Context: an optimization exercise on an open-source flow, tuned for small area. The choices shown serve that exercise and are no tape-out recipe. At most, simulation tests tie the RTL to the original design; equivalence was not proved.

before:
// programmer
module programmer (
	input 			sys_clk,
	input 			sys_nrst,
	input 			MISO,
	output			MOSI,
	output			SCK,
	output 			NSS,
	input [15:0] 	command,
	input 			out_fifo_empty,
	input [15:0]	out_fifo_rd_data,
	output			out_fifo_rd_en,
	output reg 		program_done,
	output reg 		verify_done,
	output reg 		program_error,
	output reg 		spi_violation_err,
	output reg 		spi_process_err
);
reg			tx;			 
reg			wt;			 
reg			nss_r;
reg			sck_r;
reg			mosi_r;
reg [7:0]	tm;			 
reg [3:0]	bit_cnt;	 
wire		done = bit_cnt[3] & !tx;	 
reg [7:0]	sh;			 
assign NSS  = nss_r;
assign SCK  = sck_r | nss_r;
assign MOSI = mosi_r;
reg			spi_enable;
reg			spi_wr_req;
reg [4:0]	wp, rp;
wire		fifo_empty = (wp == rp);
wire		fifo_full  = (wp[4] != rp[4]) && (wp[3:0] == rp[3:0]);
wire		fifo_rd_req;
wire		fifo_wr_req;
wire		fifo_rd_en = fifo_rd_req & !fifo_empty;
wire		fifo_wr_en = fifo_wr_req & !fifo_full;
reg			fifo_zero;	 
reg [15:0]	fifo_q;		 
reg [3:0]	cr;			 
reg [2:0]	fst;
reg [2:0]	hs;			 
reg [15:0]	fb;			 
reg [32:0]	rem;		 
reg			ones;		 
reg [15:0]	crc;
reg [3:0]	crc_cnt;
reg [4:0]	ncomp;		 
reg [2:0]	kq;			 
reg [21:0]	r0, r1, r2, r3;
reg [1:0]	ph;
reg [1:0]	cidx;		 
reg			pend_dec;	 
reg			is_one;		 
localparam	F_IDLE = 3'd0, F_LOAD = 3'd1, F_CRC = 3'd2, F_READ = 3'd4, F_READW = 3'd5, F_WRITE = 3'd6, F_WRITEW = 3'd7;
wire		out_fifo_rd_req = (fst == F_READW);
assign		out_fifo_rd_en  = out_fifo_rd_req & !out_fifo_empty;
  ...
==> flow/config.mk <==
export PLATFORM = sky130hd
export DESIGN_NAME = programmer
export DESIGN_NICKNAME = programmer
export VERILOG_FILES = /design/flow/design.v
export SDC_FILE = /design/flow/constraint.sdc
export NUM_CORES = 4
export LEC_CHECK = 0
export CAP_MARGIN = 20
export CORE_MARGIN = 2
export CORE_UTILIZATION = 70
export CTS_BUF_LIST = sky130_fd_sc_hd__clkbuf_16
export CTS_CLUSTER_DIAMETER = 150
export CTS_CLUSTER_SIZE = 25
export PLACE_DENSITY = 0.8
export SLEW_MARGIN = 20
==> flow/constraint.sdc <==
create_clock -name core_clock -period 8.0 [get_ports {sys_clk}]
set_input_delay 1.6000 -clock core_clock [delete_from_list [all_inputs] [get_ports {sys_clk}]]
set_output_delay 1.6000 -clock core_clock [all_outputs]
set_load 0.01 [all_outputs]
standard.sh (not shown) runs the stock make flow with config.mk's settings and CLKGATE_MAP_FILE= SYNTH_SCRIPT=/design/flow/synth_recipe.tcl, a recipe that flattens the netlist after the stock synthesis.
==> flow/flow/run.sh <==
#!/bin/bash
# The standard layout (standard.sh, unchanged synthesis) with two changes:
#  - the input and output port buffers are the smallest buffer (buf_1);
#  - clock tree synthesis adds no dummy loads.
# Each tool's full output goes to the ORFS logs under orfs/logs; make's own
# output goes to standard.log here.
export BUFFER_PORTS_ARGS="-buffer_cell sky130_fd_sc_hd__buf_1"
export CTS_ARGS="-sink_clustering_enable -repair_clock_nets -sink_clustering_size 25 -sink_clustering_max_diameter 150 -buf_list sky130_fd_sc_hd__clkbuf_16 -dont_use_dummy_load"
bash standard.sh > standard.log 2>&1
before: flow completed, timing, DRC and antenna clean
Changes in after relative to before:
--- a/flow/design.v
+++ b/flow/design.v
@@ -92,34 +92,36 @@
 		ring_in[15:0] = fb;
 	if (ring_whi)
 		ring_in[21:16] = fb[5:0];
 	if (ring_clr)
 		ring_in = 22'b0;
 end
 reg [127:0]	sa, sb;
 reg			wpend;		 
-reg [3:0]	wslot;
+reg			rd_late;	 
+wire [3:0]	wp_prev = wp[3:0] - 1'b1;
+wire [3:0]	rp_prev = rp[3:0] - 1'b1;
 wire		mem_we  = sys_nrst && !fifo_sync_rst && fifo_wr_en;
 wire		we_now  = mem_we && (wp[0] ^ ph[0]);
+wire		rd_now  = !(rp[0] ^ ph[0]);		 
+wire [2:0]	rd_ring = rd_late ? rp_prev[3:1] : rp[3:1];
 reg [7:0]	ring_we;
 integer		ri;
 always @(*) begin
 	for (ri = 0; ri < 8; ri = ri + 1)
-		ring_we[ri] = (we_now && wp[3:1] == ri) || (wpend && wslot[3:1] == ri);
+		ring_we[ri] = (we_now && wp[3:1] == ri) || (wpend && wp_prev[3:1] == ri);
 	fifo_q = 16'b0;
 	for (ri = 0; ri < 8; ri = ri + 1)
-		fifo_q = fifo_q | (sa[ri*16 +: 16] & {16{!fifo_zero && rp[3:1] == ri && !(rp[0] ^ ph[0])}})
-		                | (sb[ri*16 +: 16] & {16{!fifo_zero && rp[3:1] == ri &&  (rp[0] ^ ph[0])}});
-	if (wpend && rp[3:0] == wslot && !fifo_zero)
-		fifo_q = fb;
+		fifo_q = fifo_q | (sa[ri*16 +: 16] & {16{!fifo_zero && rd_ring == ri}});
 end
+wire [15:0]	pb_eff = rd_late ? fifo_q : pb;
 wire		wait_end  = tm[7] & tm[6] & tm[3];	 
 wire		tm_end    = tm[5] & tm[3] & tm[2] & tm[1] & tm[0];	 
-wire [7:0]	pb_byte   = cnt[0] ? pb[15:8] : pb[7:0];
+wire [7:0]	pb_byte   = cnt[0] ? pb_eff[15:8] : pb_eff[7:0];
 always @(posedge sys_clk) begin
 	if (nss_r) begin
 		sck_r <= 1'b1;
 		tm <= 0;
 		mosi_r <= 0;
 		bit_cnt <= 0;
 	end
 	else begin
@@ -292,17 +294,17 @@
 					tm <= 0;
 					pre <= (pre == R_W1) ? R_HWS : R_STEP;
 				end
 				else
 					tm <= tm + 1'b1;
 			end
 			R_HWS: begin
 				if (!spi_enable) begin
-					if (!tx) begin
+					begin	 
 						spi_enable <= 1'b1;
 						spi_wr_req <= 1'b1;
 						sh <= 8'h00;
 					end
 				end
 				else if (done) begin
 					spi_enable <= 0;
 					if (sh[2] | sh[3]) begin
@@ -322,22 +324,20 @@
 				case (ps)
 					P_IDLE: begin
 						if (start_program) begin
 							program_done <= 0;
 							program_error <= 0;
 							ps <= P_ISCEN;
 							pre <= R_HWS;
 						end
-						else
-							spi_enable <= 0;
 					end
 					P_ISCEN: begin
 						if (!spi_enable) begin
-							if (!tx) begin
+							begin	 
 								spi_enable <= 1'b1;
 								spi_wr_req <= 1'b1;
 								sh <= 8'h0B;
 								cnt <= 0;
 							end
 						end
 						else if (done) begin
 							if (!cnt[2]) begin
@@ -350,17 +350,17 @@
 								tm <= 0;
 								ps <= P_ISCST;
 								pre <= R_W1;
 							end
 						end
 					end
 					P_ISCST: begin
 						if (!spi_enable) begin
-							if (!tx) begin
+							begin	 
 								spi_enable <= 1'b1;
 								spi_wr_req <= 1'b1;
 								sh <= 8'h01;
 							end
 						end
 						else if (done) begin
 							spi_enable <= 0;
 							if (sh[0]) begin
@@ -371,17 +371,17 @@
 								tm <= 0;
 								ps <= P_FINIT;
 								pre <= R_W1;
 							end
 						end
 					end
 					P_FINIT: begin
 						if (!spi_enable) begin
-							if (!tx) begin
+							begin	 
 								spi_enable <= 1'b1;
 								spi_wr_req <= 1'b1;
 								sh <= 8'hAE;
 								cnt <= 0;
 							end
 						end
 						else if (done) begin
 							if (!cnt[0]) begin
@@ -419,17 +419,18 @@
 						spi_enable <= 1'b1;
 						spi_wr_req <= 1'b1;
 						sh <= 8'hEE;
 						cnt <= 0;
 						ps <= P_CRDF;
 					end
 					P_CRDF, P_DRDF, P_CRDFW, P_DRDFW: begin
 						if (fifo_rd_en) begin
-							pb <= fifo_q;
+							if (rd_now)
+								pb <= fifo_q;
 							ps <= ps[0] ? P_DRDIG : P_CSEND;
 						end
 						else
 							ps <= {2'b11, ps[2:0]};
 					end
 					P_CSEND: begin
 						if (spi_free) begin
 							spi_wr_req <= 1'b1;
@@ -519,17 +520,17 @@
 								sh <= 8'h00;
 								if (cnt[0])
 									ps <= P_DRDF;
 							end
 						end
 					end
 					P_ISCDIS, P_REL: begin
 						if (!spi_enable) begin
-							if (spi_free) begin
+							begin	 
 								spi_enable <= 1'b1;
 								spi_wr_req <= 1'b1;
 								sh <= (ps == P_ISCDIS) ? 8'h0C : 8'h23;
 							end
 						end
 						else if (done) begin
 							spi_enable <= 0;
 							if (ps == P_ISCDIS) begin
@@ -559,11 +560,13 @@
 	else
 		ph <= ph + 1'b1;
 	if (!sys_nrst || ring_dec)
 		pend_dec <= 0;
 	sb <= sa;
 	for (ri = 0; ri < 8; ri = ri + 1)
 		sa[ri*16 +: 16] <= ring_we[ri] ? fb : sb[ri*16 +: 16];
 	wpend <= sys_nrst && mem_we && !(wp[0] ^ ph[0]);
-	wslot <= wp[3:0];
+	rd_late <= sys_nrst && fifo_rd_en && !rd_now;
+	if (rd_late)
+		pb <= fifo_q;
 end
 endmodule
[summary]
Against before, number of instances in the synthesized netlist in after fell by a few percent.
Compared with before, after shows a multi-input combinational cell area that is about 4.3% lower.
In the metrics for before and after, the one carrying the lower total number of placement rows is after.
Combined flip-flop and latch cell area (after vs. before) decreases slightly
Summary of after over before: maximum frequency went down; inverter count went down; compound-gate portion of the synthesized area went down; post-route standard cell area excluding fillers went down.
Compared to before, the number of flip-flops in after is lower.
Between before and after, the flow reports maximum number of pins on one net before global-route repair increasing by a few percent.
[after vs before] total length of routed wires: lower in after
before leaves more setup margin than after.
Compared with before, after shows a lower fraction of synthesized cell area in xor and xnor cells.
For after, only the layout was checked, not whether the RTL still works.

-- re-timing with driven ports --
No port has a modelled driver above. Below, the same layouts with a new extraction and two added sets of constraints. Step 1: set_driving_cell puts a clkbuf_16 on sys_clk and a buf_2 on each other input, an assumption about the parent block. Step 2, shift: input delay + t, output delay - t, t = (earliest + latest rising clock arrival at the registers) / 2. This alone moves slack from input paths to output paths. Three values: ideal, step 1, step 2; two values: the first two.
| run | t, ns | slack for setup (ns) | latest minus earliest clock arrival (ns) | worst data-port slew with drivers (ns) | cell pins on the clock port's net |
|---|---|---|---|---|---|
| before | 0.607 | 3.770 / 3.770 / 3.770 | 0.076 / 0.076 | 0.04 | 1 |
| after | 0.596 | 2.721 / 2.721 / 2.721 | 0.036 / 0.036 | 0.04 | 1 |
After both steps every run listed still meets setup and hold.
